This design comes from an exercise in tuning for small area, a short achievable clock period and few clock cycles on the open sky130 flow, not from production work. In this exercise RTL edits were held to simulation tests only and were not proved equivalent to the original. In every run shown here, the design's own scripts or RTL, not TritonCTS, make the clock network. No driver is modelled on the clock port, so clock power and skew are understated where the tree is cut down; a real chip needs a root buffer or a tree. Power figures rest on the tool's default switching activity, not on a simulated workload.

==> flow/flow/run.sh <==
#!/bin/bash
# Own flow: the standard layout (standard.sh) with three changes made through ORFS's
# hooks, after the standard synthesis has run unchanged:
#  - the input and output ports get buf_4 buffers (BUFFER_PORTS_ARGS);
#  - the resizer may not use delay cells as buffers (nodly.tcl before each step);
#  - the clock tree is the balanced two-level tree of mcts.tcl instead of TritonCTS's
#    (pre_cts.tcl, before CTS): 4 root buffers fed by the clock port, 64 leaf buffers.
# Each step's output goes to a log file in the work folder; ORFS's own logs are under orfs/logs.
set -euo pipefail
here="$(cd "$(dirname "${BASH_SOURCE[0]}")" && pwd)"
bash standard.sh synth > synth.log 2>&1
export BUFFER_PORTS_ARGS="-buffer_cell sky130_fd_sc_hd__buf_4"
for s in FLOORPLAN GLOBAL_PLACE RESIZE DETAIL_PLACE REPAIR_TIMING_POST_PLACE GLOBAL_ROUTE DETAIL_ROUTE; do
	export PRE_${s}_TCL="$here/nodly.tcl"
done
export PRE_CTS_TCL="$here/pre_cts.tcl"
bash standard.sh finish > layout.log 2>&1
==> flow/flow/mcts.tcl <==
# Manual clock tree, balanced by construction: the clock sinks are split by recursive
# bisection (alternately on x and y at the median) into 2^LEAFBITS clusters of equal size,
# each driven by a leaf buffer at its centroid; the leaf buffers are split the same way
# into 2^ROOTBITS groups, each driven by a root buffer at its centroid, fed by the clock port.
proc mcts_split {items bits axis} {
  # items: list of {obj x y}; returns list of groups
  if {$bits == 0} { return [list $items] }
  set idx [expr {$axis == 0 ? 1 : 2}]
  set s [lsort -real -index $idx $items]
  set h [expr {[llength $s] / 2}]
  set a [lrange $s 0 [expr {$h-1}]]
  set b [lrange $s $h end]
  set na [expr {1-$axis}]
  return [concat [mcts_split $a [expr {$bits-1}] $na] [mcts_split $b [expr {$bits-1}] $na]]
}
proc mcts_centroid {grp} {
  set sx 0.0; set sy 0.0
  foreach e $grp { set sx [expr {$sx+[lindex $e 1]}]; set sy [expr {$sy+[lindex $e 2]}] }
  return [list [expr {int($sx/[llength $grp])}] [expr {int($sy/[llength $grp])}]]
}
proc mcts_build {leafbits rootbits leafcell rootcell} {
  set block [ord::get_db_block]
  set db [ord::get_db]
  set clk [$block findNet clk]
  set items {}
  foreach it [$clk getITerms] {
    set b [[$it getInst] getBBox]
    lappend items [list $it [expr {([$b xMin]+[$b xMax])/2}] [expr {([$b yMin]+[$b yMax])/2}]]
  }
  puts "mcts: [llength $items] sinks"
  set lm [$db findMaster $leafcell]
  set rm [$db findMaster $rootcell]
  set leaves {}
  set n 0
  foreach grp [mcts_split $items $leafbits 0] {
    lassign [mcts_centroid $grp] cx cy
    set inst [odb::dbInst_create $block $lm "mcts_leaf_$n"]
    $inst setLocation $cx $cy; $inst setPlacementStatus PLACED
    set net [odb::dbNet_create $block "mcts_lnet_$n"]; $net setSigType CLOCK
    foreach e $grp { set it [lindex $e 0]; $it disconnect; $it connect $net }
    [$inst findITerm X] connect $net
    lappend leaves [list $inst $cx $cy]
    incr n
  }
  set m 0
  foreach grp [mcts_split $leaves $rootbits 0] {
    lassign [mcts_centroid $grp] cx cy
    set inst [odb::dbInst_create $block $rm "mcts_root_$m"]
    $inst setLocation $cx $cy; $inst setPlacementStatus PLACED
    set net [odb::dbNet_create $block "mcts_rnet_$m"]; $net setSigType CLOCK
    foreach e $grp { [[lindex $e 0] findITerm A] connect $net }
    [$inst findITerm X] connect $net
    [$inst findITerm A] connect $clk
    incr m
  }
  $clk setSigType CLOCK
  puts "mcts: $n leaves, $m roots"
}
==> flow/flow/nodly.tcl <==
# Keep the resizer from using delay cells as buffers.
set_dont_use [get_lib_cells {sky130_fd_sc_hd__dlygate* sky130_fd_sc_hd__clkdlybuf* sky130_fd_sc_hd__dlymetal*}]
==> flow/flow/pre_cts.tcl <==
# Before CTS: no delay cells as buffers, and replace TritonCTS with the balanced
# two-level tree of mcts.tcl (4 root buffers fed by the clock port, 64 leaf buffers).
source [file join [file dirname [info script]] nodly.tcl]
source [file join [file dirname [info script]] mcts.tcl]
rename clock_tree_synthesis tritoncts_clock_tree_synthesis
proc clock_tree_synthesis {args} {
  mcts_build 6 2 sky130_fd_sc_hd__clkbuf_16 sky130_fd_sc_hd__clkbuf_16
  set_propagated_clock [all_clocks]
}
==> flow/standard.sh <==
#!/bin/bash
# synth_recipe.tcl (not shown) runs the flow's synth.tcl, then flattens the netlist and writes it again
# the make line also repeats each setting of config.mk as NAME=value (left out here)
make -C /OpenROAD-flow-scripts/flow DESIGN_CONFIG=/design/flow/config.mk WORK_HOME=/design/flow/orfs CLKGATE_MAP_FILE= SYNTH_SCRIPT=/design/flow/synth_recipe.tcl "${@:-finish}"
==> flow/config.mk <==
export PLATFORM = sky130hd
export DESIGN_NAME = mips_cpu
export DESIGN_NICKNAME = mips_cpu
export VERILOG_FILES = /design/flow/design.v
export SDC_FILE = /design/flow/constraint.sdc
export NUM_CORES = 8
export LEC_CHECK = 0
export CAP_MARGIN = 20
export CORE_MARGIN = 2
export CORE_UTILIZATION = 40
export SETUP_SLACK_MARGIN = 4.6
export SLEW_MARGIN = 20
export SYNTH_HIERARCHICAL = 1
export TNS_END_PERCENT = 100
==> flow/constraint.sdc <==
create_clock -name core_clock -period 7.0 [get_ports {clk}]
set_input_delay 1.4000 -clock core_clock [delete_from_list [all_inputs] [get_ports {clk}]]
set_output_delay 1.4000 -clock core_clock [all_outputs]
set_load 0.01 [all_outputs]
==> flow/design.v <==
module add32(input [31:0] a, input [31:0] b, output [31:0] s);
wire [31:0] g0, t0, p;
c_nand2 #(32) u_g0(a, b, g0);
c_nor2  #(32) u_t0(a, b, t0);
c_xor2  #(32) u_p(a, b, p);
wire [31:0] g1;
c_o21ai #(16) u_g1({t0[31],t0[29],t0[27],t0[25],t0[23],t0[21],t0[19],t0[17],t0[15],t0[13],t0[11],t0[9],t0[7],t0[5],t0[3],t0[1]}, {g0[30],g0[28],g0[26],g0[24],g0[22],g0[20],g0[18],g0[16],g0[14],g0[12],g0[10],g0[8],g0[6],g0[4],g0[2],g0[0]}, {g0[31],g0[29],g0[27],g0[25],g0[23],g0[21],g0[19],g0[17],g0[15],g0[13],g0[11],g0[9],g0[7],g0[5],g0[3],g0[1]}, {g1[31],g1[29],g1[27],g1[25],g1[23],g1[21],g1[19],g1[17],g1[15],g1[13],g1[11],g1[9],g1[7],g1[5],g1[3],g1[1]});
c_inv #(16) u_gi1({g0[30],g0[28],g0[26],g0[24],g0[22],g0[20],g0[18],g0[16],g0[14],g0[12],g0[10],g0[8],g0[6],g0[4],g0[2],g0[0]}, {g1[30],g1[28],g1[26],g1[24],g1[22],g1[20],g1[18],g1[16],g1[14],g1[12],g1[10],g1[8],g1[6],g1[4],g1[2],g1[0]});
wire [31:0] t1;
c_nor2 #(15) u_t1({t0[31],t0[29],t0[27],t0[25],t0[23],t0[21],t0[19],t0[17],t0[15],t0[13],t0[11],t0[9],t0[7],t0[5],t0[3]}, {t0[30],t0[28],t0[26],t0[24],t0[22],t0[20],t0[18],t0[16],t0[14],t0[12],t0[10],t0[8],t0[6],t0[4],t0[2]}, {t1[31],t1[29],t1[27],t1[25],t1[23],t1[21],t1[19],t1[17],t1[15],t1[13],t1[11],t1[9],t1[7],t1[5],t1[3]});
c_inv #(15) u_ti1({t0[30],t0[28],t0[26],t0[24],t0[22],t0[20],t0[18],t0[16],t0[14],t0[12],t0[10],t0[8],t0[6],t0[4],t0[2]}, {t1[30],t1[28],t1[26],t1[24],t1[22],t1[20],t1[18],t1[16],t1[14],t1[12],t1[10],t1[8],t1[6],t1[4],t1[2]});
wire [31:0] g2;
c_a21oi #(16) u_g2({t1[31],t1[30],t1[27],t1[26],t1[23],t1[22],t1[19],t1[18],t1[15],t1[14],t1[11],t1[10],t1[7],t1[6],t1[3],t1[2]}, {g1[29],g1[29],g1[25],g1[25],g1[21],g1[21],g1[17],g1[17],g1[13],g1[13],g1[9],g1[9],g1[5],g1[5],g1[1],g1[1]}, {g1[31],g1[30],g1[27],g1[26],g1[23],g1[22],g1[19],g1[18],g1[15],g1[14],g1[11],g1[10],g1[7],g1[6],g1[3],g1[2]}, {g2[31],g2[30],g2[27],g2[26],g2[23],g2[22],g2[19],g2[18],g2[15],g2[14],g2[11],g2[10],g2[7],g2[6],g2[3],g2[2]});
c_inv #(16) u_gi2({g1[29],g1[28],g1[25],g1[24],g1[21],g1[20],g1[17],g1[16],g1[13],g1[12],g1[9],g1[8],g1[5],g1[4],g1[1],g1[0]}, {g2[29],g2[28],g2[25],g2[24],g2[21],g2[20],g2[17],g2[16],g2[13],g2[12],g2[9],g2[8],g2[5],g2[4],g2[1],g2[0]});
wire [31:0] t2;
c_nand2 #(14) u_t2({t1[31],t1[30],t1[27],t1[26],t1[23],t1[22],t1[19],t1[18],t1[15],t1[14],t1[11],t1[10],t1[7],t1[6]}, {t1[29],t1[29],t1[25],t1[25],t1[21],t1[21],t1[17],t1[17],t1[13],t1[13],t1[9],t1[9],t1[5],t1[5]}, {t2[31],t2[30],t2[27],t2[26],t2[23],t2[22],t2[19],t2[18],t2[15],t2[14],t2[11],t2[10],t2[7],t2[6]});
c_inv #(14) u_ti2({t1[29],t1[28],t1[25],t1[24],t1[21],t1[20],t1[17],t1[16],t1[13],t1[12],t1[9],t1[8],t1[5],t1[4]}, {t2[29],t2[28],t2[25],t2[24],t2[21],t2[20],t2[17],t2[16],t2[13],t2[12],t2[9],t2[8],t2[5],t2[4]});
wire [31:0] g3;
c_o21ai #(16) u_g3({t2[31],t2[30],t2[29],t2[28],t2[23],t2[22],t2[21],t2[20],t2[15],t2[14],t2[13],t2[12],t2[7],t2[6],t2[5],t2[4]}, {g2[27],g2[27],g2[27],g2[27],g2[19],g2[19],g2[19],g2[19],g2[11],g2[11],g2[11],g2[11],g2[3],g2[3],g2[3],g2[3]}, {g2[31],g2[30],g2[29],g2[28],g2[23],g2[22],g2[21],g2[20],g2[15],g2[14],g2[13],g2[12],g2[7],g2[6],g2[5],g2[4]}, {g3[31],g3[30],g3[29],g3[28],g3[23],g3[22],g3[21],g3[20],g3[15],g3[14],g3[13],g3[12],g3[7],g3[6],g3[5],g3[4]});
c_inv #(16) u_gi3({g2[27],g2[26],g2[25],g2[24],g2[19],g2[18],g2[17],g2[16],g2[11],g2[10],g2[9],g2[8],g2[3],g2[2],g2[1],g2[0]}, {g3[27],g3[26],g3[25],g3[24],g3[19],g3[18],g3[17],g3[16],g3[11],g3[10],g3[9],g3[8],g3[3],g3[2],g3[1],g3[0]});
wire [31:0] t3;
c_nor2 #(12) u_t3({t2[31],t2[30],t2[29],t2[28],t2[23],t2[22],t2[21],t2[20],t2[15],t2[14],t2[13],t2[12]}, {t2[27],t2[27],t2[27],t2[27],t2[19],t2[19],t2[19],t2[19],t2[11],t2[11],t2[11],t2[11]}, {t3[31],t3[30],t3[29],t3[28],t3[23],t3[22],t3[21],t3[20],t3[15],t3[14],t3[13],t3[12]});
c_inv #(12) u_ti3({t2[27],t2[26],t2[25],t2[24],t2[19],t2[18],t2[17],t2[16],t2[11],t2[10],t2[9],t2[8]}, {t3[27],t3[26],t3[25],t3[24],t3[19],t3[18],t3[17],t3[16],t3[11],t3[10],t3[9],t3[8]});
wire [31:0] g4;
c_a21oi #(16) u_g4({t3[31],t3[30],t3[29],t3[28],t3[27],t3[26],t3[25],t3[24],t3[15],t3[14],t3[13],t3[12],t3[11],t3[10],t3[9],t3[8]}, {g3[23],g3[23],g3[23],g3[23],g3[23],g3[23],g3[23],g3[23],g3[7],g3[7],g3[7],g3[7],g3[7],g3[7],g3[7],g3[7]}, {g3[31],g3[30],g3[29],g3[28],g3[27],g3[26],g3[25],g3[24],g3[15],g3[14],g3[13],g3[12],g3[11],g3[10],g3[9],g3[8]}, {g4[31],g4[30],g4[29],g4[28],g4[27],g4[26],g4[25],g4[24],g4[15],g4[14],g4[13],g4[12],g4[11],g4[10],g4[9],g4[8]});
c_inv #(16) u_gi4({g3[23],g3[22],g3[21],g3[20],g3[19],g3[18],g3[17],g3[16],g3[7],g3[6],g3[5],g3[4],g3[3],g3[2],g3[1],g3[0]}, {g4[23],g4[22],g4[21],g4[20],g4[19],g4[18],g4[17],g4[16],g4[7],g4[6],g4[5],g4[4],g4[3],g4[2],g4[1],g4[0]});
wire [31:0] t4;
c_nand2 #(8) u_t4({t3[31],t3[30],t3[29],t3[28],t3[27],t3[26],t3[25],t3[24]}, {t3[23],t3[23],t3[23],t3[23],t3[23],t3[23],t3[23],t3[23]}, {t4[31],t4[30],t4[29],t4[28],t4[27],t4[26],t4[25],t4[24]});
c_inv #(8) u_ti4({t3[23],t3[22],t3[21],t3[20],t3[19],t3[18],t3[17],t3[16]}, {t4[23],t4[22],t4[21],t4[20],t4[19],t4[18],t4[17],t4[16]});
wire [31:0] g5;
c_o21ai #(16) u_g5({t4[31],t4[30],t4[29],t4[28],t4[27],t4[26],t4[25],t4[24],t4[23],t4[22],t4[21],t4[20],t4[19],t4[18],t4[17],t4[16]}, {g4[15],g4[15],g4[15],g4[15],g4[15],g4[15],g4[15],g4[15],g4[15],g4[15],g4[15],g4[15],g4[15],g4[15],g4[15],g4[15]}, {g4[31],g4[30],g4[29],g4[28],g4[27],g4[26],g4[25],g4[24],g4[23],g4[22],g4[21],g4[20],g4[19],g4[18],g4[17],g4[16]}, {g5[31],g5[30],g5[29],g5[28],g5[27],g5[26],g5[25],g5[24],g5[23],g5[22],g5[21],g5[20],g5[19],g5[18],g5[17],g5[16]});
c_inv #(16) u_gi5({g4[15],g4[14],g4[13],g4[12],g4[11],g4[10],g4[9],g4[8],g4[7],g4[6],g4[5],g4[4],g4[3],g4[2],g4[1],g4[0]}, {g5[15],g5[14],g5[13],g5[12],g5[11],g5[10],g5[9],g5[8],g5[7],g5[6],g5[5],g5[4],g5[3],g5[2],g5[1],g5[0]});
c_xor2 #(31) u_s(p[31:1], g5[30:0], s[31:1]);
assign s[0] = p[0];
endmodule
module add11(input [10:0] a, input [10:0] b, output [10:0] s);
wire [10:0] g0, t0, p;
c_nand2 #(11) u_g0(a, b, g0);
c_nor2  #(11) u_t0(a, b, t0);
c_xor2  #(11) u_p(a, b, p);
wire [10:0] g1;
c_o21ai #(10) u_g1(t0[10:1], g0[9:0], g0[10:1], g1[10:1]);
c_inv #(1) u_gi1(g0[0:0], g1[0:0]);
wire [10:2] t1;
c_nor2 #(9) u_t1(t0[10:2], t0[9:1], t1[10:2]);
wire [10:0] g2;
c_a21oi #(9) u_g2(t1[10:2], g1[8:0], g1[10:2], g2[10:2]);
c_inv #(2) u_gi2(g1[1:0], g2[1:0]);
wire [10:4] t2;
c_nand2 #(7) u_t2(t1[10:4], t1[8:2], t2[10:4]);
wire [10:0] g3;
c_o21ai #(7) u_g3(t2[10:4], g2[6:0], g2[10:4], g3[10:4]);
c_inv #(4) u_gi3(g2[3:0], g3[3:0]);
wire [10:8] t3;
c_nor2 #(3) u_t3(t2[10:8], t2[6:4], t3[10:8]);
wire [10:0] g4;
c_a21oi #(3) u_g4(t3[10:8], g3[2:0], g3[10:8], g4[10:8]);
c_inv #(8) u_gi4(g3[7:0], g4[7:0]);
c_xnor2 #(10) u_s(p[10:1], g4[9:0], s[10:1]);
assign s[0] = p[0];
endmodule
module gt32(input [31:0] a, input [31:0] b, output y);
wire [31:0] g0, t0;
c_andn  #(32) u_g0(a, b, g0);    
c_orn   #(32) u_t0(a, b, t0);    
wire [15:0] g1;
wire [15:0] t1;
c_o21ai #(16) u_g1({t0[31],t0[29],t0[27],t0[25],t0[23],t0[21],t0[19],t0[17],t0[15],t0[13],t0[11],t0[9],t0[7],t0[5],t0[3],t0[1]}, {g0[30],g0[28],g0[26],g0[24],g0[22],g0[20],g0[18],g0[16],g0[14],g0[12],g0[10],g0[8],g0[6],g0[4],g0[2],g0[0]}, {g0[31],g0[29],g0[27],g0[25],g0[23],g0[21],g0[19],g0[17],g0[15],g0[13],g0[11],g0[9],g0[7],g0[5],g0[3],g0[1]}, g1);
c_nor2 #(16) u_t1({t0[31],t0[29],t0[27],t0[25],t0[23],t0[21],t0[19],t0[17],t0[15],t0[13],t0[11],t0[9],t0[7],t0[5],t0[3],t0[1]}, {t0[30],t0[28],t0[26],t0[24],t0[22],t0[20],t0[18],t0[16],t0[14],t0[12],t0[10],t0[8],t0[6],t0[4],t0[2],t0[0]}, t1);
wire [7:0] g2;
wire [7:0] t2;
c_a21oi #(8) u_g2({t1[15],t1[13],t1[11],t1[9],t1[7],t1[5],t1[3],t1[1]}, {g1[14],g1[12],g1[10],g1[8],g1[6],g1[4],g1[2],g1[0]}, {g1[15],g1[13],g1[11],g1[9],g1[7],g1[5],g1[3],g1[1]}, g2);
c_nand2 #(8) u_t2({t1[15],t1[13],t1[11],t1[9],t1[7],t1[5],t1[3],t1[1]}, {t1[14],t1[12],t1[10],t1[8],t1[6],t1[4],t1[2],t1[0]}, t2);
wire [3:0] g3;
wire [3:0] t3;
c_o21ai #(4) u_g3({t2[7],t2[5],t2[3],t2[1]}, {g2[6],g2[4],g2[2],g2[0]}, {g2[7],g2[5],g2[3],g2[1]}, g3);
c_nor2 #(4) u_t3({t2[7],t2[5],t2[3],t2[1]}, {t2[6],t2[4],t2[2],t2[0]}, t3);
wire [1:0] g4;
wire [1:0] t4;
c_a21oi #(2) u_g4({t3[3],t3[1]}, {g3[2],g3[0]}, {g3[3],g3[1]}, g4);
c_nand2 #(2) u_t4({t3[3],t3[1]}, {t3[2],t3[0]}, t4);
wire [0:0] g5;
c_o21ai #(1) u_g5({t4[1]}, {g4[0]}, {g4[1]}, g5);
assign y = g5[0];
endmodule
module pc_sel(
	input  [9:0] alt, pc, inc, tgt, jt,
	input        s_pc, s_inc, s_tgt, s_jt,
	input        taken, m1, m0,
	output [9:0] y
);
wire [9:0] u, v, pn;
c_aoi2s #(10) a(tgt, {10{s_tgt}}, jt, {10{s_jt}}, u);
c_aoi2s #(10) b(pc, {10{s_pc}}, inc, {10{s_inc}}, v);
c_nand2 #(10) n(u, v, pn);
wire misp;
c_mux2 #(1)  ms(m0, m1, taken, misp);
c_mux2 #(10) o(pn, alt, {10{misp}}, y);
endmodule
module c_inv   #(parameter W=1) (input [W-1:0] a, output [W-1:0] y); assign y = ~a; endmodule
module c_nand2 #(parameter W=1) (input [W-1:0] a, b, output [W-1:0] y); assign y = ~(a & b); endmodule
module c_nand3 #(parameter W=1) (input [W-1:0] a, b, c, output [W-1:0] y); assign y = ~(a & b & c); endmodule
module c_nand4 #(parameter W=1) (input [W-1:0] a, b, c, d, output [W-1:0] y); assign y = ~(a & b & c & d); endmodule
module c_nor2  #(parameter W=1) (input [W-1:0] a, b, output [W-1:0] y); assign y = ~(a | b); endmodule
module c_xor2  #(parameter W=1) (input [W-1:0] a, b, output [W-1:0] y); assign y = a ^ b; endmodule
module c_xnor2 #(parameter W=1) (input [W-1:0] a, b, output [W-1:0] y); assign y = ~(a ^ b); endmodule
module c_andn  #(parameter W=1) (input [W-1:0] a, b, output [W-1:0] y); assign y = ~(a & ~b); endmodule
module c_orn   #(parameter W=1) (input [W-1:0] a, b, output [W-1:0] y); assign y = ~(a | ~b); endmodule
module c_o21ai #(parameter W=1) (input [W-1:0] a1, a2, b1, output [W-1:0] y); assign y = ~((a1 | a2) & b1); endmodule
module c_a21oi #(parameter W=1) (input [W-1:0] a1, a2, b1, output [W-1:0] y); assign y = ~((a1 & a2) | b1); endmodule
module c_aoi2s #(parameter W=32) (input [W-1:0] a0, s0, a1, s1, output [W-1:0] y);
	assign y = ~((a0 & s0) | (a1 & s1));
endmodule
module c_aoi3s #(parameter W=32) (input [W-1:0] a0, s0, a1, s1, a2, s2, output [W-1:0] y);
	assign y = ~((a0 & s0) | (a1 & s1) | (a2 & s2));
endmodule
module c_o31ais #(parameter W=32) (input [W-1:0] a, b, c, s, output [W-1:0] y);
	assign y = ~((a | b | c) & s);
endmodule
module c_wen #(parameter W=32) (input [W-1:0] q, wdn, wen_n, output [W-1:0] d);
	assign d = ~((wdn | wen_n) & ~(q & wen_n));
endmodule
module c_mux2 #(parameter W=1) (input [W-1:0] a, b, s, output [W-1:0] y);
	assign y = (s & b) | (~s & a);
endmodule
module rd_port #(parameter FIVE = 0) (
	input  [1023:0] r,
	input  [31:0]   s,
	input           sv,
	input  [31:0]   f0, f1, f2, f3, f4,
	input           sf0, sf1, sf2, sf3, sf4,
	output [31:0]   y
);
wire [32*11-1:0] yl;
genvar j;
generate
	for (j = 0; j < 10; j = j + 1) begin : l1
		c_aoi3s u(r[96*j +: 32], {32{s[3*j]}}, r[96*j+32 +: 32], {32{s[3*j+1]}},
		          r[96*j+64 +: 32], {32{s[3*j+2]}}, yl[32*j +: 32]);
	end
endgenerate
c_aoi2s u10(r[960 +: 32], {32{s[30]}}, r[992 +: 32], {32{s[31]}}, yl[320 +: 32]);
wire [31:0] z0, z1, z2;
c_nand4 #(32) n0(yl[0 +: 32], yl[32 +: 32], yl[64 +: 32], yl[96 +: 32], z0);
c_nand4 #(32) n1(yl[128 +: 32], yl[160 +: 32], yl[192 +: 32], yl[224 +: 32], z1);
c_nand3 #(32) n2(yl[256 +: 32], yl[288 +: 32], yl[320 +: 32], z2);
wire [31:0] p, q, u;
c_o31ais o(z0, z1, z2, {32{sv}}, p);
c_aoi2s  fq(f0, {32{sf0}}, f1, {32{sf1}}, q);
generate
	if (FIVE) begin : g5
		c_aoi3s fu(f2, {32{sf2}}, f3, {32{sf3}}, f4, {32{sf4}}, u);
	end else begin : g4
		c_aoi2s fu(f2, {32{sf2}}, f3, {32{sf3}}, u);
	end
endgenerate
c_nand3 #(32) ny(p, q, u, y);
endmodule
`timescale 1ns/1ps
module mips_cpu(
	input clk,
	input rst_n,
	output [9:0] imem_addr,
	input [31:0] imem_rdata,
	output [9:0] dmem_addr,
	output [31:0] dmem_wdata,
	output dmem_we,
	input [31:0] dmem_rdata
);
localparam OP_R = 6'h00, OP_J = 6'h02, OP_BGTZ = 6'h07, OP_ADDI = 6'h08,
           OP_ORI = 6'h0d, OP_LW = 6'h23, OP_SW = 6'h2b;
reg  [9:0]  pc;
reg         d_v, d_pred;
reg  [31:0] d_ir;
reg  [9:0]  d_alt;
reg  [31:0] d_srs, d_srt;    
reg         d_hz;            
reg         e_v, e_wr, e_islw, e_issw, e_isb, e_logic, e_pred;
reg  [4:0]  e_dst;
reg  [31:0] e_a, e_b;
reg  [11:0] e_imm;
reg  [9:0]  e_alt;
reg         m_wr, m_we, m_islw;
reg  [4:0]  m_dst;
reg  [31:0] m_res;
reg  [9:0]  m_addr;
reg  [31:0] regs [0:31];
wire [31:0] sum;
add32 adder(.a(e_a), .b(e_b), .s(sum));
wire [31:0] lg   = (e_a & {32{~e_issw}}) | e_b;    
wire [31:0] res  = e_logic ? lg : sum;
wire [11:0] addr = e_a[11:0] + e_imm;
wire taken;
gt32 cmp(.a(e_a), .b(e_b), .y(taken));
wire e_m1 = e_v && e_isb && !e_pred;    
wire e_m0 = e_v && e_isb && e_pred;     
wire e_misp = taken ? e_m1 : e_m0;
assign imem_addr = pc;
wire [31:0] ins = imem_rdata;
wire f_isj = ins[31:26] == OP_J;
wire f_bt  = ins[31:26] == OP_BGTZ && ins[25:21] != 5'd0;    
wire stall;
wire [9:0] pcp1 = pc + 10'd1;
wire [10:0] tgt2;
add11 tadd(.a({pc, 1'b1}), .b({ins[9:0], 1'b1}), .s(tgt2));    
wire [9:0] tgt = tgt2[10:1];
wire ps_hold = rst_n && stall;
wire ps_j    = rst_n && !stall && f_isj;
wire ps_t    = rst_n && !stall && !f_isj && f_bt;
wire ps_p    = rst_n && !stall && !f_isj && !f_bt;
wire [9:0] pc_next;
pc_sel psel(.alt(e_alt), .pc(pc), .inc(pcp1), .tgt(tgt), .jt(ins[9:0]),
            .s_pc(ps_hold), .s_inc(ps_p), .s_tgt(ps_t), .s_jt(ps_j),
            .taken(taken), .m1(e_m1), .m0(e_m0), .y(pc_next));
always @(posedge clk)
	pc <= pc_next;
always @(posedge clk or negedge rst_n)
	if (!rst_n)
		d_v <= 1'b0;
	else if (e_misp)
		d_v <= 1'b0;
	else if (!stall)
		d_v <= 1'b1;
wire [4:0] f_rs = stall ? d_ir[25:21] : ins[25:21];
wire [4:0] f_rt = stall ? d_ir[20:16] : ins[20:16];
always @(posedge clk) begin
	d_srs <= 32'd1 << f_rs;
	d_srt <= 32'd1 << f_rt;
end
always @(posedge clk)
	if (!stall) begin
		d_ir   <= ins;
		d_pred <= f_bt;
		d_alt  <= f_bt ? pcp1 : tgt;
	end
wire [5:0] op = d_ir[31:26];
wire [4:0] rs = d_ir[25:21];
wire [4:0] rt = d_ir[20:16];
wire [4:0] rd = d_ir[15:11];
wire [31:0] sext = {{16{d_ir[15]}}, d_ir[15:0]};
wire isr    = op == OP_R;
wire isb    = op == OP_BGTZ;
wire isaddi = op == OP_ADDI;
wire isori  = op == OP_ORI;
wire islw   = op == OP_LW;
wire issw   = op == OP_SW;
wire wr     = isr | isaddi | isori | islw;
wire [4:0] dst = isr ? rd : rt;
wire useimm = isaddi | isori | isb;
wire [5:0] f_op = ins[31:26];
wire f_use_rs = f_op == OP_R || f_op == OP_ADDI || f_op == OP_ORI || f_op == OP_LW ||
                f_op == OP_SW || f_op == OP_BGTZ;
wire f_use_rt = f_op == OP_R || f_op == OP_SW;
wire f_hz = d_v && islw && ((f_use_rs && ins[25:21] == rt) || (f_use_rt && ins[20:16] == rt));
always @(posedge clk)
	d_hz <= f_hz && !stall;
assign stall = d_v && d_hz;
wire [31:0] m_val = m_islw ? dmem_rdata : m_res;
wire [31:0] m_val_n = ~m_val | {32{!rst_n}};
wire [31:0] wen_n = ~({31'd0, m_wr} << m_dst) & {32{rst_n}};
genvar gk;
generate
	for (gk = 0; gk < 32; gk = gk + 1) begin : g
		wire [31:0] d;
		c_wen wc(.q(regs[gk]), .wdn(m_val_n), .wen_n({32{wen_n[gk]}}), .d(d));
		always @(posedge clk)
			regs[gk] <= d;
	end
endgenerate
wire [1023:0] rflat;
generate
	for (gk = 0; gk < 32; gk = gk + 1) begin : fl
		assign rflat[32*gk +: 32] = regs[gk];
	end
endgenerate
wire [31:0] s_rs = d_srs;
wire [31:0] s_rt = d_srt;
wire e_fw = e_v && e_wr && !e_islw;
wire fa_e = e_fw && e_dst == rs;
wire fb_e = e_fw && e_dst == rt;
wire fa_m = m_wr && m_dst == rs;
wire fb_m = m_wr && m_dst == rt;
wire sa_sum = fa_e && !e_logic;
wire sa_lg  = fa_e && e_logic;
wire sa_ld  = !fa_e && fa_m && m_islw;
wire sa_m   = !fa_e && fa_m && !m_islw;
wire sa_rf  = !fa_e && !fa_m;
wire sb_imm = useimm;
wire sb_sum = !useimm && fb_e && !e_logic;
wire sb_lg  = !useimm && fb_e && e_logic;
wire sb_ld  = !useimm && !fb_e && fb_m && m_islw;
wire sb_m   = !useimm && !fb_e && fb_m && !m_islw;
wire sb_rf  = !useimm && !fb_e && !fb_m;
wire [31:0] fd_a, fd_b;
rd_port #(0) ra(.r(rflat), .s(s_rs), .sv(sa_rf),
                .f0(sum), .f1(lg), .f2(m_res), .f3(dmem_rdata), .f4(32'd0),
                .sf0(sa_sum), .sf1(sa_lg), .sf2(sa_m), .sf3(sa_ld), .sf4(1'b0), .y(fd_a));
rd_port #(1) rb(.r(rflat), .s(s_rt), .sv(sb_rf),
                .f0(sum), .f1(lg), .f2(m_res), .f3(dmem_rdata), .f4(sext),
                .sf0(sb_sum), .sf1(sb_lg), .sf2(sb_m), .sf3(sb_ld), .sf4(sb_imm), .y(fd_b));
always @(posedge clk or negedge rst_n)
	if (!rst_n)
		e_v <= 1'b0;
	else
		e_v <= d_v && !e_misp && !stall;
always @(posedge clk) begin
	e_wr    <= wr;
	e_islw  <= islw;
	e_issw  <= issw;
	e_isb   <= isb;
	e_logic <= isori | issw;
	e_pred  <= d_pred;
	e_alt   <= d_alt;
	e_dst   <= dst;
	e_a     <= fd_a;
	e_b     <= fd_b;
	e_imm   <= d_ir[11:0];
end
always @(posedge clk or negedge rst_n)
	if (!rst_n)
		m_wr <= 1'b0;
	else
		m_wr <= e_v && e_wr;
always @(posedge clk)
	m_we <= e_v && e_issw;
always @(posedge clk) begin
	m_islw <= e_islw;
	m_dst  <= e_dst;
	m_res  <= res;
	m_addr <= addr[11:2];
end
assign dmem_addr  = m_addr;
assign dmem_wdata = m_res;
assign dmem_we    = m_we;
endmodule
==> results of run 1 <==
-- sequential cells by signal, indices dropped and copies added (netlist names), 5 cells and up --
signal / count
regs: 1024
d_ir: 32
d_srs: 32
d_srt: 32
e_a: 32
e_b: 32
m_res: 32
e_imm: 12
d_alt: 10
e_alt: 10
m_addr: 10
pc: 10
e_dst: 5
m_dst: 5
-- report_power, final --
group | leakage (nW) | total (mW) | internal [mW] | switching [mW]
combinational | 10.8 | 4.24 | 1.61 | 2.63
sequential | 10.7 | 10.5 | 9.06 | 1.44
clock | 0.838 | 4.10 | 1.71 | 2.39
total | 22.4 | 18.8 | 12.4 | 6.46
-- cell type report --
class,count,area share
Tap cell,1768,0.0353
Multi-Input combinational cell,4204,0.453
Timing Repair Buffer,405,0.0518
Antenna cell,1,0.0000399
Inverter,159,0.00988
Sequential cell,1291,0.423
Buffer,68,0.0271
-- worst paths after layout --
check,to,from,cells past startpoint,slack (ns)
max in group asynchronous,e_v,rst_n,3,5.65
min reg2reg,e_pred,d_pred,0,0.34
max reg2reg,e_b[9],d_srt[3],5,4.50
max,e_b[9],d_srt[3],5,4.50
min,e_pred,d_pred,0,0.34
min in group asynchronous,e_v,rst_n,3,1.24
-- worst register-to-register path, delay by kind of cell (launching register included) --
family	cells	cell delay [ns]
AOI/OAI and AO/OA	2	0.97
buffers and inverters	1	0.40
DFF	1	0.51
and+or+nand+nor	2	0.51
-- what timing repair did --
| action | in CTS | in global routing |
|---|---|---|
| gates resized for setup | 389 | 158 |
| setup endpoints to repair | 1210 | 701 |
| gates cloned | 18 | 10 |
| pin swaps | 59 | 48 |
| buffers inserted | 101 | 76 |
-- per-stage QoR --
step                      area (um^2)  instances  power [mW]  setup WS, ns
after global placement          57800       7621        14.1          3.33
after CTS                       61700       7809        18.6          4.54
after detailed placement        57800       7622        14.3          3.29
after global routing            62700       7895        19.6          4.45
final                           62700       7896        18.8          4.50
after floorplan                 54300       5666        12.7          4.20
-- per-layer routing --
| metal | global-route usage | part of all wire | vias up |
|---|---|---|---|
| li1 | - | - | 23100 |
| met5 | 0.00839 | 0.0014 | - |
| met2 | 0.462 | 0.42 | 3655 |
| met1 | 0.428 | 0.39 | 25300 |
| met3 | 0.0646 | 0.13 | 629 |
| met4 | 0.172 | 0.063 | 26 |
-- placed cells by master, fill, tap and decap left out, types with 114 or more instances in the layout --
cell type	instances
a222oi_1	672
a22oi_2	180
buf_1	114
dfxtp_1	1151
inv_1	156
nand2_1	1135
nand3_1	140
nand4_1	132
nor2_1	152
o21ai_1	1096
==> summary.txt, run 1 <==
- Status: finished clean
- Die Span Y: 370 um
- Site row count: 134
- Slew Viols, Final: 0
- Nets: 6206
- Max stage delay on crit path: 0.51 ns
- Worst setup EP type: flip-flop
- Setup_tns: 0 ns
- DRT Wirelength: 233000 um
- Max_cap viols: 0
- Actual slew at the worst max-slew pin: 1.20 ns
- Final core area utilization: 0.470
- Critical path class: flip-flop to flip-flop
- CTS Hold Bufs: 0
- Leak: 22.4 nW
- Tot GR Track Use: 0.314
- CP Buf/Inv Count: 1
- Worst path cell trace: buf_2 -> a222oi_1 -> nand4_1 -> o31ai_4 -> nand3_1
- Detail Route Antenna Nets: 0
- Final Setup Violations: 0
- Initial antenna violation count: 14
- DR vias: 52700
- Share of cells above drive strength 1: 0.170
- DRC violations left: 0
- Critical-path top delay cell: dfxtp_2
- Routed vias/inst: 6.68
- Drt first pass iters: 14
- Post-route minimum period: 2.50 ns
- Min-Delay Path Class: flip-flop to flip-flop
- Final worst-path cycle share: 0.356
- Global-route wire length before repair: 326000 um
- Footprint of the multi-input gates: 28400 um^2
- Worst rel slew slack: 0.199
- Worst vdd ir: 225 uV
- Final Hold Fails: 0
- Starting Density: 0.403
- Worst-path clk slew: 0.09 ns
- Storage cell area: 26500 um^2
- Top Family by Delay on Critical Path: compound AO/OA/AOI/OAI gates
- RSZ-0062 raised after global routing: true
- Later-pin clock latency in the skew report: 0.55 ns
- DR iter-0 viols: 11800
- Vias in the first global route: 47800
- WL/cell: 29.6 um
- Critical-path maximum fanout: 17
- Post-Syn Area: 53700 um^2
- Die Area: 137000 um^2
- Pwr/cell area: 300 nW/um^2
- Pin count of the biggest net entering global routing: 69
- Syn_area_per_cell: 9.48 um^2
- Dpl hpwl: 136000 um
- Fin Hold WS: 0.344 ns
- Setup crit start kind: flip-flop
- CP arrival: 2.92 ns
- Maximum clock frequency: 401 MHz
- Routability congestion estimate: 0.894
- Core area: 133000 um^2
- Chip Width: 370 um
- Cell count after synthesis: 5665
- Max Clock Skew: 0.0339 ns
- Warnings from Yosys: 9
- Area growth, synth to finish: 16.8%
- IO Count: 119
- Fill cell count: 12700
- PortBufs: 118
- Remaining Overflow, GRT: 0
- CP required: 7.42 ns
Testbench counts, summed over its fixed seeds: cycles 208,537.
==> run 2, diff against run 1 <==
--- a/flow/config.mk
+++ b/flow/config.mk
@@ -8,7 +8,7 @@
 export CAP_MARGIN = 20
 export CORE_MARGIN = 2
 export CORE_UTILIZATION = 40
-export SETUP_SLACK_MARGIN = 4.6
+export SETUP_SLACK_MARGIN = 4.75
 export SLEW_MARGIN = 20
 export SYNTH_HIERARCHICAL = 1
 export TNS_END_PERCENT = 100
==> run 2 against run 1 <==
  * Clock power barely moved
  * Die area unchanged
  * Worst setup slack worse by 0.024 ns
  * Maximum frequency shrank 0.96%
  * Sequential share of layout area down 0.82 points
  * Highest routed layer unchanged
  * Area after synthesis stayed put
  * Global-route usage down 0.34 points
  * Sequential power barely moved
  * Cell area increased by 2.2%
  * Power is 0.95% higher
==> summary.txt, run 2 <==
- Nets: 6244 (was 6206)
- Layout Cells excl Fill: 7933 (was 7896)
- Dpl hpwl: 133000 um (was 136000 um)
- Critical-path top delay cell: mux2_4 (was dfxtp_2)
- Tot GR Track Use: 0.310 (was 0.314)
- CP required: 7.40 ns (was 7.42 ns)
- WL/cell: 29.7 um (was 29.6 um)
- Power Total: 19.0 mW (was 18.8 mW)
- Max Clock Skew: 0.0315 ns (was 0.0339 ns)
- Footprint of the multi-input gates: 29000 um^2 (was 28400 um^2)
- Initial antenna violation count: 2 (was 14)
- Status: finished clean (unchanged)
- Remaining Overflow, GRT: 0 (unchanged)
- Design area: 64100 um^2 (was 62700 um^2)
- Leak: 22.9 nW (was 22.4 nW)
- Pin count of the biggest net entering global routing: 69 (unchanged)
- Maximum clock frequency: 397 MHz (was 401 MHz)
- Routability congestion estimate: 0.898 (was 0.894)
- Storage cell area: 26600 um^2 (was 26500 um^2)
- Antenna Cells: 0 (was 1)
- Actual slew at the worst max-slew pin: 0.969 ns (was 1.20 ns)
- Most flops, register: regs (unchanged)
- Area growth, synth to finish: 19.4% (was 16.8%)
- Critical path class: input pin to flip-flop (was flip-flop to flip-flop)
- Share of cells above drive strength 1: 0.187 (was 0.170)
- Max_cap viols: 0 (unchanged)
- Vias in the first global route: 47700 (was 47800)
- DR iter-0 viols: 11400 (was 11800)
- Max stage delay on crit path: 0.26 ns (was 0.51 ns)
- Commonest non-fill, non-tap cell in the layout: nand2_1 (was dfxtp_1)
- Critical-path maximum fanout: 5 (was 17)
- Cell count after synthesis: 5665 (unchanged)
- Detail Route Antenna Nets: 0 (unchanged)
- Warnings from Yosys: 9 (unchanged)
- Setup_tns: 0 ns (unchanged)
- CP arrival: 2.92 ns (about the same)
- Pwr/cell area: 297 nW/um^2 (was 300 nW/um^2)
- Post-Syn Area: 53700 um^2 (unchanged)
- PortBufs: 118 (unchanged)
- Fill cell count: 12500 (was 12700)
- Worst-path clk slew: 0.08 ns (was 0.09 ns)
- Post-route minimum period: 2.52 ns (was 2.50 ns)
- Later-pin clock latency in the skew report: 0.53 ns (was 0.55 ns)
- Die Area: 137000 um^2 (unchanged)
- Site row count: 134 (unchanged)
- IO Count: 119 (unchanged)
- Final core area utilization: 0.481 (was 0.470)
- Final worst-path cycle share: 0.360 (was 0.356)
- Min-Delay Path Class: flip-flop to flip-flop (unchanged)
- DRT Wirelength: 236000 um (was 233000 um)
- Chip Width: 370 um (unchanged)
- RSZ-0062 raised after global routing: true (unchanged)
- Max FFs per register: 1024 (unchanged)
- Setup crit start kind: input pin (was flip-flop)
- Slew Viols, Final: 0 (unchanged)
- Worst vdd ir: 228 uV (was 225 uV)
- Final Hold Fails: 0 (unchanged)
- Core area: 133000 um^2 (unchanged)
- DP Area: 58000 um^2 (was 57800 um^2)
- Commonest cells after routing, fill and taps aside: nand2_1, dfxtp_1, o21ai_1 (was dfxtp_1, nand2_1, o21ai_1)
- DP Cell Count: 7617 (was 7622)
- Final Setup Violations: 0 (unchanged)
- Worst path cell trace: buf_4 -> nor2_2 -> o21ai_1 -> a21oi_2 -> o21ai_1 -> a21oi_2 -> xnor2_1 -> a22oi_2 -> nand2_1 -> mux2_4 (was buf_2 -> a222oi_1 -> nand4_1 -> o31ai_4 -> nand3_1)
- Drt first pass iters: 13 (was 14)
- CTS Hold Bufs: 0 (unchanged)
- Worst setup EP type: flip-flop (unchanged)
- DRC violations left: 0 (unchanged)
- Worst rel slew slack: 0.354 (was 0.199)
- Routed vias/inst: 6.68 (about the same)
- Syn_area_per_cell: 9.48 um^2 (unchanged)
- DR vias: 53000 (was 52700)
- Global-route wire length before repair: 324000 um (was 326000 um)
- Starting Density: 0.403 (unchanged)
- Die Span Y: 370 um (unchanged)
## run 2: routing by layer
metal  vias up  share of wire  global-route usage
met5         -        0.00019                   0
met1     25500           0.38               0.409
li1      23200              -                   -
met3       720           0.12              0.0533
met4         4          0.076               0.194
met2      3595           0.42               0.471
## run 2: what timing repair did
action / CTS / global route
setup endpoints to repair: 1243 / 572
resized for setup: 471 / 244
setup buffers: 125 / 75
gates cloned: 30 / 18
pin swaps: 114 / 93
## run 2: report_power, final
part | internal, mW | total (mW) | switching [mW]
sequential | 9.08 | 10.6 | 1.47
combinational | 1.69 | 4.36 | 2.67
clock | 1.71 | 4.11 | 2.40
## run 2: area by class of cell
| class | instances | area share |
|---|---|---|
| multi-input cells | 4212 | 0.452 |
| flip-flops and latches | 1291 | 0.415 |
| repair buffers | 435 | 0.0622 |
| well taps | 1768 | 0.0345 |
| plain buffers | 68 | 0.0265 |
| inverters | 159 | 0.00960 |
## run 2: final timing paths
kind,to,cells past startpoint,slack [ns],start
worst min-delay path,e_alt[4],0,0.35,d_alt[4]
worst max register to register,e_b[30],5,4.50,d_srt[14]
worst max-delay path,pc[9],10,4.48,imem_rdata[6]
max in group asynchronous,e_v,1,6.07,rst_n
worst min register to register,e_alt[4],0,0.35,d_alt[4]
min in group asynchronous,d_v,1,0.76,rst_n
## run 2: through the flow
stage | setup WS (ns) | hold WS, ns
final | 4.48 | 0.346
after global routing | 4.43 | 0.353
after CTS | 4.54 | 0.347
after detailed placement | 3.29 | 0.327
after global placement | 3.33 | 0.325
after floorplan | 4.20 | 0.322
## run 2: worst max-delay path, delay by kind of cell
family,cells,cell delay [ns]
compound gates,5,0.69
mux,1,0.26
simple gates,2,0.26
buf+inv,1,0.15
xor+xnor,1,0.14
==> run 3, diff against run 2 <==
--- a/flow/config.mk
+++ b/flow/config.mk
@@ -8,7 +8,7 @@
 export CAP_MARGIN = 20
 export CORE_MARGIN = 2
 export CORE_UTILIZATION = 40
-export SETUP_SLACK_MARGIN = 4.75
+export SETUP_SLACK_MARGIN = 4.45
 export SLEW_MARGIN = 20
 export SYNTH_HIERARCHICAL = 1
 export TNS_END_PERCENT = 100
==> run 3 against run 2 <==
  * Sequential power about the same
  * Critical path depth decreased by 5
  * Clock skew decreased by 0.0086 ns
  * First-iteration DRC count decreased by 2.9%
  * Combinational power decreased by about 10%
  * Sequential share of layout area increased by 1.8 points
  * Die area unchanged
  * Via count decreased by 2.4%
  * Sequential cell count unchanged
  * Area after synthesis unchanged
  * Final cell count decreased by 2.0%
  * Global-route usage increased by 0.30 points
==> summary.txt, run 3 <==
- Status: finished clean (unchanged)
- Later-pin clock latency in the skew report: 0.52 ns (was 0.53 ns)
- Layout Cells excl Fill: 7771 (was 7933)
- Chip Width: 370 um (unchanged)
- Commonest cells after routing, fill and taps aside: dfxtp_1, nand2_1, o21ai_1 (was nand2_1, dfxtp_1, o21ai_1)
- Tot GR Track Use: 0.313 (was 0.310)
- Vias in the first global route: 47200 (was 47700)
- Final Hold Fails: 0 (unchanged)
- Global-route wire length before repair: 326000 um (was 324000 um)
- Final Setup Violations: 0 (unchanged)
- Dpl hpwl: 141000 um (was 133000 um)
- Worst rel slew slack: 0.215 (was 0.354)
- Remaining Overflow, GRT: 0 (unchanged)
- Worst setup EP type: flip-flop (unchanged)
- Critical path class: flip-flop to flip-flop (was input pin to flip-flop)
- Setup_tns: 0 ns (unchanged)
- Net Sw Frac: 0.343 (was 0.344)
- Worst vdd ir: 232 uV (was 228 uV)
- Initial antenna violation count: 5 (was 2)
- Syn_area_per_cell: 9.48 um^2 (unchanged)
- Nets: 6082 (was 6244)
- Routed vias/inst: 6.65 (was 6.68)
- CP required: 7.39 ns (was 7.40 ns)
- Routability congestion estimate: 0.925 (was 0.898)
- Internal power: 12.2 mW (was 12.5 mW)
- Drt first pass iters: 14 (was 13)
- Hold depth: 0 (unchanged)
- Max Clock Skew: 0.0229 ns (was 0.0315 ns)
- Pwr/cell area: 305 nW/um^2 (was 297 nW/um^2)
- Setup crit start: d_srs[15] (was imem_rdata[6])
- Antenna Cells: 0 (unchanged)
- NetSw: 6.38 mW (was 6.54 mW)
- Core area: 133000 um^2 (unchanged)
- Cell count after synthesis: 5665 (unchanged)
- IO Count: 119 (unchanged)
- Leak: 21.9 nW (was 22.9 nW)
- Maximum clock frequency: 362 MHz (was 397 MHz)
- Pin count of the biggest net entering global routing: 69 (unchanged)
- Fill cell count: 12800 (was 12500)
- Detail Route Antenna Nets: 0 (unchanged)
- Max FFs per register: 1024 (unchanged)
- Post-route minimum period: 2.76 ns (was 2.52 ns)
- Clk network pwr share: 0.221 (was 0.216)
- Site row count: 134 (unchanged)
- R2R depth: 5 (unchanged)
- Hold Crit Start: d_alt[1] (was d_alt[4])
- Most flops, register: regs (unchanged)
- DRT Wirelength: 230000 um (was 236000 um)
- WL/cell: 29.6 um (was 29.7 um)
- Die Area: 137000 um^2 (unchanged)
- Worst-path clk slew: 0.09 ns (was 0.08 ns)
- DR vias: 51700 (was 53000)
- Setup crit start kind: flip-flop (was input pin)
- Commonest non-fill, non-tap cell in the layout: dfxtp_1 (was nand2_1)
- Crit Reg-Reg Startpoint: d_srs[15] (was d_srt[14])
- RSZ-0062 raised after global routing: true (unchanged)
- CP arrival: 3.15 ns (was 2.92 ns)
- DR iter-0 viols: 11100 (was 11400)
- PortBufs: 118 (unchanged)
- DRC violations left: 0 (unchanged)
- Actual slew at the worst max-slew pin: 1.18 ns (was 0.969 ns)
- Share of cells above drive strength 1: 0.157 (was 0.187)
- Min-Delay Path Class: flip-flop to flip-flop (unchanged)
- Flop pwr share: 0.569 (was 0.555)
- CTS Hold Bufs: 0 (unchanged)
- DP Cell Count: 7624 (was 7617)
- Final worst-path cycle share: 0.394 (was 0.360)
- Comb power frac: 0.210 (was 0.229)
- Area growth, synth to finish: 13.6% (was 19.4%)
- Starting Density: 0.403 (unchanged)
- Die Span Y: 370 um (unchanged)
- Critical-path maximum fanout: 25 (was 5)
- Warnings from Yosys: 9 (unchanged)
- Max_cap viols: 0 (unchanged)
- Slew Viols, Final: 0 (unchanged)
- Post-Syn Area: 53700 um^2 (unchanged)
run 3: critical path: stages, from the launching register on:
cell and delay, ns:
dfxtp_1 0.47, buf_4 0.36, a222oi_1 0.54, nand4_1 0.52, o31ai_2 0.58, nand3_1 0.14
run 3: timing repair:
action,in CTS,in global routing
pin swaps,37,38
endpoints found under the setup margin,1162,340
gates resized for setup,196,94
gates cloned,20,3
setup buffers,32,24
run 3: layout make-up:
type / count / area (um^2) / share of cell area
multi-input cells: 4203 / 28100 / 0.460
flip-flops and latches: 1291 / 26400 / 0.433
well taps: 1768 / 2210 / 0.0362
repair buffers: 282 / 2030 / 0.0333
plain buffers: 68 / 1700 / 0.0279
inverters: 159 / 611 / 0.0100
run 3: through the flow:
| stage | hold WS, ns | cell area [um^2] | setup WS, ns | utilization | total power, mW |
|---|---|---|---|---|---|
| detailed placement | 0.329 | 57700 | 3.05 | 0.433 | 14.3 |
| global placement | 0.326 | 57700 | 3.07 | 0.433 | 14.1 |
| floorplan | 0.322 | 54200 | 4.20 | - | 12.7 |
| finish | 0.346 | 61000 | 4.24 | 0.458 | 18.6 |
| global route | 0.355 | 61000 | 4.38 | 0.458 | 19.4 |
| CTS | 0.349 | 60600 | 4.43 | 0.455 | 18.4 |
run 3: path summary, 6_finish.rpt:
check,slack [ns],endpoint
max,4.24,e_a[24]
max reg2reg,4.24,e_a[24]
min in group asynchronous,0.77,e_v
max in group asynchronous,5.92,d_v
min,0.35,e_alt[1]
min reg2reg,0.35,e_alt[1]
run 3: routing by layer:
| metal | track usage | wire length (um) | up-vias |
|---|---|---|---|
| met3 | 0.0605 | 26600 | 647 |
| met5 | 0 | 38 | - |
| li1 | - | - | 22900 |
| met2 | 0.468 | 96900 | 3394 |
| met1 | 0.416 | 88700 | 24700 |
| met4 | 0.197 | 17400 | 6 |
run 3: power by group through the flow:
stage	logic (mW)	registers [mW]	clock network, mW
3_3_place_gp	3.56	10.6	0
6_report	3.91	10.6	4.10
4_1_cts	3.81	10.5	4.12
3_5_place_dp	3.65	10.7	0
2_1_floorplan	2.41	10.3	0
5_1_grt	4.23	10.8	4.37
==> run 4, diff against run 3 <==
--- a/flow/config.mk
+++ b/flow/config.mk
@@ -7,8 +7,8 @@
 export LEC_CHECK = 0
 export CAP_MARGIN = 20
 export CORE_MARGIN = 2
-export CORE_UTILIZATION = 40
-export SETUP_SLACK_MARGIN = 4.45
+export CORE_UTILIZATION = 52
+export SETUP_SLACK_MARGIN = 4.6
 export SLEW_MARGIN = 20
 export SYNTH_HIERARCHICAL = 1
 export TNS_END_PERCENT = 100
==> run 4 against run 3 <==
  * Still clean on timing, DRC and antenna
  * Utilization rose by 14 points
  * Critical path depth did not move
  * Die area fell by 23%
  * Cell area grew 0.79%
  * Worst setup slack improved by 0.26 ns
  * Global-route usage rose by 7.9 points
  * Critical path type unchanged
  * Highest routed layer unchanged
==> summary.txt, run 4 <==
- Status: finished clean (unchanged)
- Vias in the first global route: 47100 (was 47200)
- IO Count: 119 (unchanged)
- Site row count: 117 (was 134)
- Setup crit start kind: flip-flop (unchanged)
- Max FFs per register: 1024 (unchanged)
- Commonest non-fill, non-tap cell in the layout: dfxtp_1 (unchanged)
- Syn_area_per_cell: 9.48 um^2 (unchanged)
- Actual slew at the worst max-slew pin: 1.19 ns (was 1.18 ns)
- RSZ-0062 raised after global routing: true (unchanged)
- Share of cells above drive strength 1: 0.160 (was 0.157)
- DRT Wirelength: 224000 um (was 230000 um)
- Worst vdd ir: 237 uV (was 232 uV)
- Later-pin clock latency in the skew report: 0.52 ns (about the same)
- Die Span Y: 325 um (was 370 um)
- Post-Syn Area: 53700 um^2 (unchanged)
- CTS Hold Bufs: 0 (unchanged)
- DP Area: 57300 um^2 (was 57700 um^2)
- Core area: 102000 um^2 (was 133000 um^2)
- Critical path class: flip-flop to flip-flop (unchanged)
- R2R depth: 5 (unchanged)
- Detail Route Antenna Nets: 0 (unchanged)
- Slew Viols, Final: 0 (unchanged)
- Routability congestion estimate: 0.909 (was 0.925)
- Critical-path maximum fanout: 28 (was 25)
- Worst-path clk slew: 0.09 ns (about the same)
- Leak: 22.2 nW (was 21.9 nW)
- DRC violations left: 0 (unchanged)
- Warnings from Yosys: 9 (unchanged)
- Setup Slack @ Placement: 2.97 ns (was 3.05 ns)
- Dpl hpwl: 129000 um (was 141000 um)
- PortBufs: 118 (unchanged)
- Remaining Overflow, GRT: 0 (unchanged)
- Setup_tns: 0 ns (unchanged)
- Max_cap viols: 0 (unchanged)
- DR vias: 52100 (was 51700)
- CP required: 7.39 ns (about the same)
- Global-route wire length before repair: 316000 um (was 326000 um)
- Starting Density: 0.526 (was 0.403)
- Pin count of the biggest net entering global routing: 69 (unchanged)
- Worst rel slew slack: 0.209 (was 0.215)
- Design area: 61500 um^2 (was 61000 um^2)
- Routed vias/inst: 7.01 (was 6.65)
- Nets: 6138 (was 6082)
- Chip Width: 325 um (was 370 um)
- Final worst-path cycle share: 0.357 (was 0.394)
- Worst setup EP type: flip-flop (unchanged)
- Worst setup margin: 4.50 ns (was 4.24 ns)
- Final Setup Violations: 0 (unchanged)
- DR iter-0 viols: 11300 (was 11100)
- Most flops, register: regs (unchanged)
- Hold depth: 0 (unchanged)
- Final Hold Fails: 0 (unchanged)
- R2r endpoint: e_b[31] (was e_a[24])
- Pwr/cell area: 304 nW/um^2 (was 305 nW/um^2)
- Initial antenna violation count: 2 (was 5)
- Storage cell area: 26500 um^2 (was 26400 um^2)
- Maximum clock frequency: 400 MHz (was 362 MHz)
- CP arrival: 2.89 ns (was 3.15 ns)
- Hold Crit Start: e_islw (was d_alt[1])
- Crit Reg-Reg Startpoint: d_srt[15] (was d_srs[15])
- Die Area: 106000 um^2 (was 137000 um^2)
- Min-Delay Path Class: flip-flop to flip-flop (unchanged)
- Cell count after synthesis: 5665 (unchanged)
- Hold endpoint: m_islw (was e_alt[1])
- Footprint of the multi-input gates: 28300 um^2 (was 28100 um^2)
- Reg2reg setup slack: 4.50 ns (was 4.24 ns)
- Area growth, synth to finish: 14.5% (was 13.6%)
- Tot GR Track Use: 0.392 (was 0.313)
- Max Clock Skew: 0.0358 ns (was 0.0229 ns)
- WL/cell: 30.1 um (was 29.6 um)
- Drt first pass iters: 12 (was 14)
- Fill cell count: 9152 (was 12800)
- Antenna Cells: 0 (unchanged)
- Post-route minimum period: 2.50 ns (was 2.76 ns)
- Commonest cells after routing, fill and taps aside: dfxtp_1, nand2_1, o21ai_1 (unchanged)
## run 4: through the flow
step / util / instances / hold WS (ns) / power [mW]
2_1_floorplan: - / 5666 / 0.322 / 12.7
5_1_grt: 0.603 / 7427 / 0.355 / 19.5
6_report: 0.603 / 7427 / 0.343 / 18.7
3_3_place_gp: 0.561 / 7217 / 0.324 / 14.1
4_1_cts: 0.595 / 7389 / 0.345 / 18.5
3_5_place_dp: 0.561 / 7219 / 0.327 / 14.2
## run 4: layer usage
| layer | global-route usage | vias up | wire length (um) |
|---|---|---|---|
| met5 | 0 | - | 12 |
| li1 | - | 23000 | - |
| met1 | 0.544 | 24900 | 88900 |
| met3 | 0.0678 | 562 | 27100 |
| met4 | 0.227 | 2 | 15100 |
| met2 | 0.574 | 3577 | 92800 |
## run 4: cell type report
| class | count | share of cell area |
|---|---|---|
| multi-input combinational | 4203 | 0.460 |
| sequential | 1291 | 0.431 |
| timing repair buffer | 338 | 0.0440 |
| tap | 1368 | 0.0278 |
| buffer | 68 | 0.0277 |
| inverter | 159 | 0.0102 |
## run 4: worst max path at each step
stage,from,to,slack (ns),cells past startpoint
floorplan,d_ir[27],e_b[30],4.20,8
global placement,rst_n,regs[4][19],3.06,4
detailed placement,rst_n,regs[19][19],2.97,4
CTS,imem_rdata[1],pc[8],4.53,10
global route,imem_rdata[1],pc[9],4.43,10
finish,d_srt[15],e_b[31],4.50,5
## run 4: power breakdown
| part | internal (mW) | leakage (nW) | switching (mW) | total, mW |
|---|---|---|---|---|
| Clock | 1.71 | 0.838 | 2.39 | 4.10 |
| Combinational | 1.58 | 10.6 | 2.53 | 4.10 |
| Sequential | 9.06 | 10.7 | 1.44 | 10.5 |
## run 4: what timing repair did
item                        CTS  global route
resized for setup           320           118
setup endpoints to repair  1213           548
gates cloned                 18             8
buffers inserted             84            30
pin swaps                    33            24
## run 4: worst max-delay path, stage by stage, from the launching register on
cell      delay [ns]
dfxtp_1         0.42
buf_6           0.29
a222oi_1        0.42
nand4_1         0.56
o31ai_4         0.57
nand3_1         0.12
==> run 5, diff against run 4 <==
--- a/flow/design.v
+++ b/flow/design.v
@@ -85,17 +85,14 @@
 endmodule
 module pc_sel(
 	input  [9:0] alt, pc, inc, tgt, jt,
-	input        s_pc, s_inc, s_tgt, s_jt,
-	input        taken, m1, m0,
+	input        s_alt, s_pc, s_inc, s_tgt, s_jt,
 	output [9:0] y
 );
-wire [9:0] u, v, pn;
+wire [9:0] u, v, w;
 c_aoi2s #(10) a(tgt, {10{s_tgt}}, jt, {10{s_jt}}, u);
 c_aoi2s #(10) b(pc, {10{s_pc}}, inc, {10{s_inc}}, v);
-c_nand2 #(10) n(u, v, pn);
-wire misp;
-c_mux2 #(1)  ms(m0, m1, taken, misp);
-c_mux2 #(10) o(pn, alt, {10{misp}}, y);
+c_nand2 #(10) c(alt, {10{s_alt}}, w);
+c_nand3 #(10) n(u, v, w, y);
 endmodule
 module c_inv   #(parameter W=1) (input [W-1:0] a, output [W-1:0] y); assign y = ~a; endmodule
 module c_nand2 #(parameter W=1) (input [W-1:0] a, b, output [W-1:0] y); assign y = ~(a & b); endmodule
@@ -204,14 +201,15 @@
 wire [10:0] tgt2;
 add11 tadd(.a({pc, 1'b1}), .b({ins[9:0], 1'b1}), .s(tgt2));    
 wire [9:0] tgt = tgt2[10:1];
-wire ps_hold = rst_n && stall;
-wire ps_j    = rst_n && !stall && f_isj;
-wire ps_t    = rst_n && !stall && !f_isj && f_bt;
-wire ps_p    = rst_n && !stall && !f_isj && !f_bt;
+wire ps_alt  = e_misp;
+wire ps_hold = rst_n && !e_misp && stall;
+wire ps_j    = rst_n && !e_misp && !stall && f_isj;
+wire ps_t    = rst_n && !e_misp && !stall && !f_isj && f_bt;
+wire ps_p    = rst_n && !e_misp && !stall && !f_isj && !f_bt;
 wire [9:0] pc_next;
 pc_sel psel(.alt(e_alt), .pc(pc), .inc(pcp1), .tgt(tgt), .jt(ins[9:0]),
-            .s_pc(ps_hold), .s_inc(ps_p), .s_tgt(ps_t), .s_jt(ps_j),
-            .taken(taken), .m1(e_m1), .m0(e_m0), .y(pc_next));
+            .s_alt(ps_alt), .s_pc(ps_hold), .s_inc(ps_p), .s_tgt(ps_t), .s_jt(ps_j),
+            .y(pc_next));
 always @(posedge clk)
 	pc <= pc_next;
 always @(posedge clk or negedge rst_n)
==> flow/flow/mcts.tcl (replaced) <==
# Manual clock tree, balanced by construction: the clock sinks are split by recursive
# bisection (alternately on x and y) into NLEAF clusters of equal size, each driven by a
# leaf buffer at its centroid; the leaf buffers are split the same way into NROOT groups,
# each driven by a root buffer at its centroid, fed by the clock port.
proc mcts_split {items n axis} {
  # items: list of {obj x y}; returns n groups of (nearly) equal size, by recursive
  # splits at the weighted median, alternately on x and y
  if {$n <= 1} { return [list $items] }
  set idx [expr {$axis == 0 ? 1 : 2}]
  set s [lsort -real -index $idx $items]
  set n1 [expr {$n / 2}]
  set h [expr {([llength $s] * $n1) / $n}]
  set a [lrange $s 0 [expr {$h-1}]]
  set b [lrange $s $h end]
  set na [expr {1-$axis}]
  return [concat [mcts_split $a $n1 $na] [mcts_split $b [expr {$n-$n1}] $na]]
}
proc mcts_centroid {grp} {
  set sx 0.0; set sy 0.0
  foreach e $grp { set sx [expr {$sx+[lindex $e 1]}]; set sy [expr {$sy+[lindex $e 2]}] }
  return [list [expr {int($sx/[llength $grp])}] [expr {int($sy/[llength $grp])}]]
}
proc mcts_build {nleaf nroot leafcell rootcell} {
  set block [ord::get_db_block]
  set db [ord::get_db]
  set clk [$block findNet clk]
  set items {}
  foreach it [$clk getITerms] {
    set b [[$it getInst] getBBox]
    lappend items [list $it [expr {([$b xMin]+[$b xMax])/2}] [expr {([$b yMin]+[$b yMax])/2}]]
  }
  puts "mcts: [llength $items] sinks"
  set lm [$db findMaster $leafcell]
  set rm [$db findMaster $rootcell]
  set leaves {}
  set n 0
  foreach grp [mcts_split $items $nleaf 0] {
    lassign [mcts_centroid $grp] cx cy
    set inst [odb::dbInst_create $block $lm "mcts_leaf_$n"]
    $inst setLocation $cx $cy; $inst setPlacementStatus PLACED
    set net [odb::dbNet_create $block "mcts_lnet_$n"]; $net setSigType CLOCK
    foreach e $grp { set it [lindex $e 0]; $it disconnect; $it connect $net }
    [$inst findITerm [mcts_out $inst]] connect $net
    lappend leaves [list $inst $cx $cy]
    incr n
  }
  set m 0
  foreach grp [mcts_split $leaves $nroot 0] {
    lassign [mcts_centroid $grp] cx cy
    set inst [odb::dbInst_create $block $rm "mcts_root_$m"]
    $inst setLocation $cx $cy; $inst setPlacementStatus PLACED
    set net [odb::dbNet_create $block "mcts_rnet_$m"]; $net setSigType CLOCK
    foreach e $grp { [[lindex $e 0] findITerm A] connect $net }
    [$inst findITerm [mcts_out $inst]] connect $net
    [$inst findITerm A] connect $clk
    incr m
  }
  $clk setSigType CLOCK
  puts "mcts: $n leaves, $m roots"
}
proc mcts_out {inst} {
  if {[string match "*inv*" [[$inst getMaster] getName]]} { return Y }
  return X
}
--- a/flow/flow/pre_cts.tcl
+++ b/flow/flow/pre_cts.tcl
@@ -4,6 +4,6 @@
 source [file join [file dirname [info script]] mcts.tcl]
 rename clock_tree_synthesis tritoncts_clock_tree_synthesis
 proc clock_tree_synthesis {args} {
-  mcts_build 6 2 sky130_fd_sc_hd__clkbuf_16 sky130_fd_sc_hd__clkbuf_16
+  mcts_build 64 4 sky130_fd_sc_hd__clkbuf_16 sky130_fd_sc_hd__clkbuf_16
   set_propagated_clock [all_clocks]
 }
--- a/flow/config.mk
+++ b/flow/config.mk
@@ -7,7 +7,7 @@
 export LEC_CHECK = 0
 export CAP_MARGIN = 20
 export CORE_MARGIN = 2
-export CORE_UTILIZATION = 52
+export CORE_UTILIZATION = 40
 export SETUP_SLACK_MARGIN = 4.6
 export SLEW_MARGIN = 20
 export SYNTH_HIERARCHICAL = 1
==> run 5 against run 4 <==
  * Sequential power hardly changed
  * Highest routed layer unchanged
  * Power up 1.3%
  * Combinational power rose by 5%
  * Utilization fell by 13 points
  * Worst setup slack got worse by 0.13 ns
  * Global-route usage fell by 7.7 points
  * First-iteration DRC count up 8.2%
  * Maximum frequency fell by 4.8%
  * Largest power group unchanged
  * Critical path depth stayed put
  * Hold slack improved by 0.0027 ns
  * Critical endpoint is now e_b[20]
==> summary.txt, run 5 <==
- Syn_area_per_cell: 9.43 um^2 (was 9.48 um^2)
- Storage cell area: 26500 um^2 (about the same)
- Remaining Overflow, GRT: 0 (unchanged)
- Area growth, synth to finish: 17.2% (was 14.5%)
- Hold endpoint: e_alt[2] (was m_islw)
- Core area: 133000 um^2 (was 102000 um^2)
- WL/cell: 28.9 um (was 30.1 um)
- Worst rel slew slack: 0.194 (was 0.209)
- DR vias: 52400 (was 52100)
- Die Span Y: 370 um (was 325 um)
- Routed vias/inst: 6.60 (was 7.01)
- Most flops, register: regs (unchanged)
- Cell count after synthesis: 5688 (was 5665)
- Tot GR Track Use: 0.315 (was 0.392)
- Final Setup Violations: 0 (unchanged)
- Fill cell count: 12700 (was 9152)
- Site row count: 134 (was 117)
- Drt first pass iters: 15 (was 12)
- Worst-path clk slew: 0.10 ns (was 0.09 ns)
- Chip Width: 370 um (was 325 um)
- R2R depth: 5 (unchanged)
- Worst vdd ir: 190 uV (was 237 uV)
- Critical-path maximum fanout: 24 (was 28)
- Maximum clock frequency: 381 MHz (was 400 MHz)
- Later-pin clock latency in the skew report: 0.52 ns (about the same)
- Status: finished clean (unchanged)
- Starting Density: 0.402 (was 0.526)
- Top Family by Delay on Critical Path: compound AO/OA/AOI/OAI gates (unchanged)
- Routability congestion estimate: 0.926 (was 0.909)
- IO Count: 119 (unchanged)
- Post-Syn Area: 53600 um^2 (was 53700 um^2)
- Share of cells above drive strength 1: 0.180 (was 0.160)
- R2r endpoint: e_b[20] (was e_b[31])
- Actual slew at the worst max-slew pin: 1.21 ns (was 1.19 ns)
- Detail Route Antenna Nets: 0 (unchanged)
- Power Total: 18.9 mW (was 18.7 mW)
- Commonest cells after routing, fill and taps aside: nand2_1, dfxtp_1, o21ai_1 (was dfxtp_1, nand2_1, o21ai_1)
- Max_cap viols: 0 (unchanged)
- Setup_tns: 0 ns (unchanged)
- CTS Hold Bufs: 0 (unchanged)
- RSZ-0062 raised after global routing: true (unchanged)
- DRC violations left: 0 (unchanged)
- Final Hold Fails: 0 (unchanged)
- Warnings from Yosys: 9 (unchanged)
- Hold depth: 0 (unchanged)
- Max stage delay on crit path: 0.60 ns (was 0.57 ns)
- Pin count of the biggest net entering global routing: 65 (was 69)
- DRT Wirelength: 230000 um (was 224000 um)
- Final core area utilization: 0.472 (was 0.603)
## run 5: cell type report
| type | count | share of cell area |
|---|---|---|
| diodes | 2 | 0.0000796 |
| well taps | 1768 | 0.0352 |
| inverters | 159 | 0.0102 |
| flip-flops and latches | 1291 | 0.422 |
| repair inverters | 2 | 0.000298 |
| plain buffers | 68 | 0.0271 |
| multi-input cells | 4224 | 0.447 |
| repair buffers | 421 | 0.0578 |
## run 5: stage by stage
step | worst slack [ns] | hold slack [ns] | instances | area, um^2
2_1_floorplan | 3.74 | 0.323 | 5689 | 54100
3_3_place_gp | 2.94 | 0.326 | 7673 | 57700
3_5_place_dp | 2.90 | 0.327 | 7677 | 57800
4_1_cts | 4.47 | 0.347 | 7902 | 62000
5_1_grt | 4.32 | 0.360 | 7933 | 62900
6_report | 4.37 | 0.346 | 7935 | 62900
## run 5: worst max-delay path by stage
stage,cells past startpoint,end,startpoint
6_report,5,e_b[20],d_srt[22]
4_1_cts,11,e_b[15],d_ir[19]
2_1_floorplan,7,e_b[0],d_ir[16]
3_3_place_gp,6,regs[14][25],rst_n
3_5_place_dp,6,regs[29][18],rst_n
5_1_grt,10,e_b[10],d_ir[18]
## run 5: report_power, final
part / internal (mW) / switching, mW
logic: 1.63 / 2.66
clock network: 1.71 / 2.38
registers: 9.07 / 1.49
total: 12.4 / 6.53
## run 5: layer usage
layer	track usage	part of all wire
met1	0.430	0.39
met4	0.166	0.061
met5	0	0.00037
met3	0.0682	0.13
met2	0.463	0.42
## run 5: repair_timing
item | 4_1_cts | 5_1_grt
cloned | 25 | 7
resized for setup | 473 | 164
setup buffers | 132 | 24
pin swaps | 83 | 50
endpoints found under the setup margin | 1245 | 780
Testbench counts of run 5, summed over its fixed seeds: cycles 208,537.

Re-timed with assumed drivers on the ports (clkbuf_16 on the clock, buf_2 on other inputs), run 5 has 4.373 ns of setup slack against 4.373 ns with ideal ports, and 3.907 ns once port delays also move by the mid clock arrival of 0.673 ns.
